This is an optimization exercise on Yosys and OpenROAD, whose aim is small area and a short achievable clock period, not a production implementation. Only simulation tests tie the RTL to the original design; equivalence was not proved. Power and IR drop assume default switching activity.

// cpu
module cpu(
    input  wire        clk,
    input  wire        reset,
    output wire [31:0] mem_addr,
    output wire        mem_wr,
    output wire [31:0] mem_wdata,
    input  wire [31:0] mem_rdata,
    output wire        reg_we,
    output wire [4:0]  reg_waddr,
    output wire [31:0] reg_wdata
);
Size: about 140 I/O pins, about 67000 µm² of cells after synthesis.
export LEC_CHECK = 0
export CAP_MARGIN = 35
export CORE_MARGIN = 2
export CORE_UTILIZATION = 40
export CTS_CLUSTER_DIAMETER = 100
export CTS_CLUSTER_SIZE = 20
export SLEW_MARGIN = 35
export BUFFER_PORTS_ARGS = -buffer_cell sky130_fd_sc_hd__buf_2
export SETUP_SLACK_MARGIN = 59.5
create_clock -name core_clock -period 76.0 [get_ports {clk}]
standard.sh (not shown) runs the stock make flow with config.mk's settings and CLKGATE_MAP_FILE= SYNTH_SCRIPT=/design/flow/synth_recipe.tcl, a recipe that flattens the netlist after the stock synthesis.
==> flow/flow/run.sh <==
#!/bin/bash
# Layout flow: the standard layout (standard.sh: unchanged synthesis,
# floorplan, power grid, placement, CTS and routing), plus:
#  - after the standard synthesis, the combinational logic outside the fan-in
#    cone of the HI/LO registers (the timing-critical divider) is re-mapped by
#    ABC for area (remap.ys, remap.abc). Flip-flops keep their cells and names.
#    If that step fails, the standard netlist is used as it is.
#  - the port buffers that placement inserts on every input and output are
#    plain buffers (buf_2);
#  - the resizer's setup margin asks repair_timing to keep working on paths
#    until they would meet a shorter period (the SDC and clock are unchanged).
# Each tool writes its output to a log of its own in this folder (and ORFS to
# its logs in orfs/logs).
set -euo pipefail
MARGIN=59.5
{
  echo 'export BUFFER_PORTS_ARGS = -buffer_cell sky130_fd_sc_hd__buf_2'
  echo "export SETUP_SLACK_MARGIN = ${MARGIN}"
} >> config.mk
bash standard.sh synth > standard_synth.log 2>&1

RES=orfs/results/${FLOW_PLATFORM}/cpu/base
LIB=${FLOW_HOME}/platforms/${FLOW_PLATFORM}/lib/sky130_fd_sc_hd__tt_025C_1v80.lib
remap() {
  : > remap_keep.txt
  sed -e "s#@LIB@#$LIB#g; s#@NET@#$RES/1_2_yosys.v#; s#@TOP@#${FLOW_TOP}#g; s#@KEEP@#remap_keep.txt#g; s#@ABC@#flow/remap.abc#; s#@OUT@#remap_out.v#" \
    flow/remap.ys > remap_run.ys || return 1
  yosys -l remap_yosys.log -s remap_run.ys > /dev/null 2>&1 || return 1
  [ -s remap_out.v ] && grep -q "^module ${FLOW_TOP}(" remap_out.v || return 1
  # the same flip-flops, by name and cell, as the standard netlist
  grep -oE "sky130_fd_sc_hd__e?df[a-z0-9_]* [^ ]+" "$RES/1_2_yosys.v" | sort > remap_ff_std.txt
  grep -oE "sky130_fd_sc_hd__e?df[a-z0-9_]* [^ ]+" remap_out.v | sort > remap_ff_new.txt
  cmp -s remap_ff_std.txt remap_ff_new.txt || return 1
  cp "$RES/1_2_yosys.v" standard_1_2_yosys.v
  cp remap_out.v "$RES/1_2_yosys.v"
  rm -f "$RES/1_synth.odb" "$RES/1_synth.sdc"
}
if remap; then echo "remap: used" > remap_status.txt; else echo "remap: not used" > remap_status.txt; fi
bash standard.sh > standard_layout.log 2>&1
Other scripts of this flow, unchanged in this note and not shown: flow/flow/cone.py, flow/flow/remap.abc, flow/flow/remap.ys
The starting point finished with timing, DRC and antenna clean.
Change:
Settings changed: CORE_UTILIZATION 40 to 60, CTS_CLUSTER_SIZE 20 to 25.
=>
- The changed run finished clean
- routed wire length went down by 5.8%
- critical path depth stays the same
- synthesized area is unchanged
- design area went down by about 2%
- total power went down by 3.3%
- cell count went down by 9.6%
- combinational power stays flat
- clock power went down by about 13%
- non-clock buffer count went up by 1
- flip-flop and latch count stays the same
- via count stays flat
Change:
--- a/flow/flow/run.sh
+++ b/flow/flow/run.sh
@@ -14,3 +14,3 @@
 set -euo pipefail
-MARGIN=59.5
+MARGIN=58.5
 {
Settings changed: CORE_UTILIZATION 60 to 40, SETUP_SLACK_MARGIN 59.5 to 58.5.
Effect: Clock power barely changes. Power stays flat. Count of clock-buffer cells in the layout increases by 1. Clock skew decreases by 0.022 ns. Final area increases by 0.94%.

[separate check: timing with driven ports]
The results above use ideal ports. As a check the final layouts listed here were re-extracted and re-timed, cells and wires unchanged. Step 1 (the two cells are an assumption about what drives the block):
set clk [get_ports {clk}]
set_driving_cell -lib_cell sky130_fd_sc_hd__clkbuf_16 $clk
set_driving_cell -lib_cell sky130_fd_sc_hd__buf_2 [delete_from_list [all_inputs] $clk]
Step 2 adds t to the input delays and takes it off the output delays; t is the mean of the earliest and latest rising clock arrival at the registers after step 1. Input paths then give back, and output paths get back, about the clock's delay inside the block. Three values: ideal, step 1, step 2; two values: the first two.
run | shift t [ns] | setup WS [ns] | worst setup path at the end | pins driven straight from the clock port
the first run | 0.833 | 59.535 / 59.460 / 59.341 | input to register | 1
the second run | 0.793 | 59.524 / 59.443 / 59.259 | input to register | 1
the third run | 0.803 | 59.540 / 59.453 / 59.304 | input to register | 1
After both steps every run listed still meets setup and hold. For the second run, which loses most, drivers alone change the setup slack by -0.081 ns; drivers and shift together by -0.265 ns.
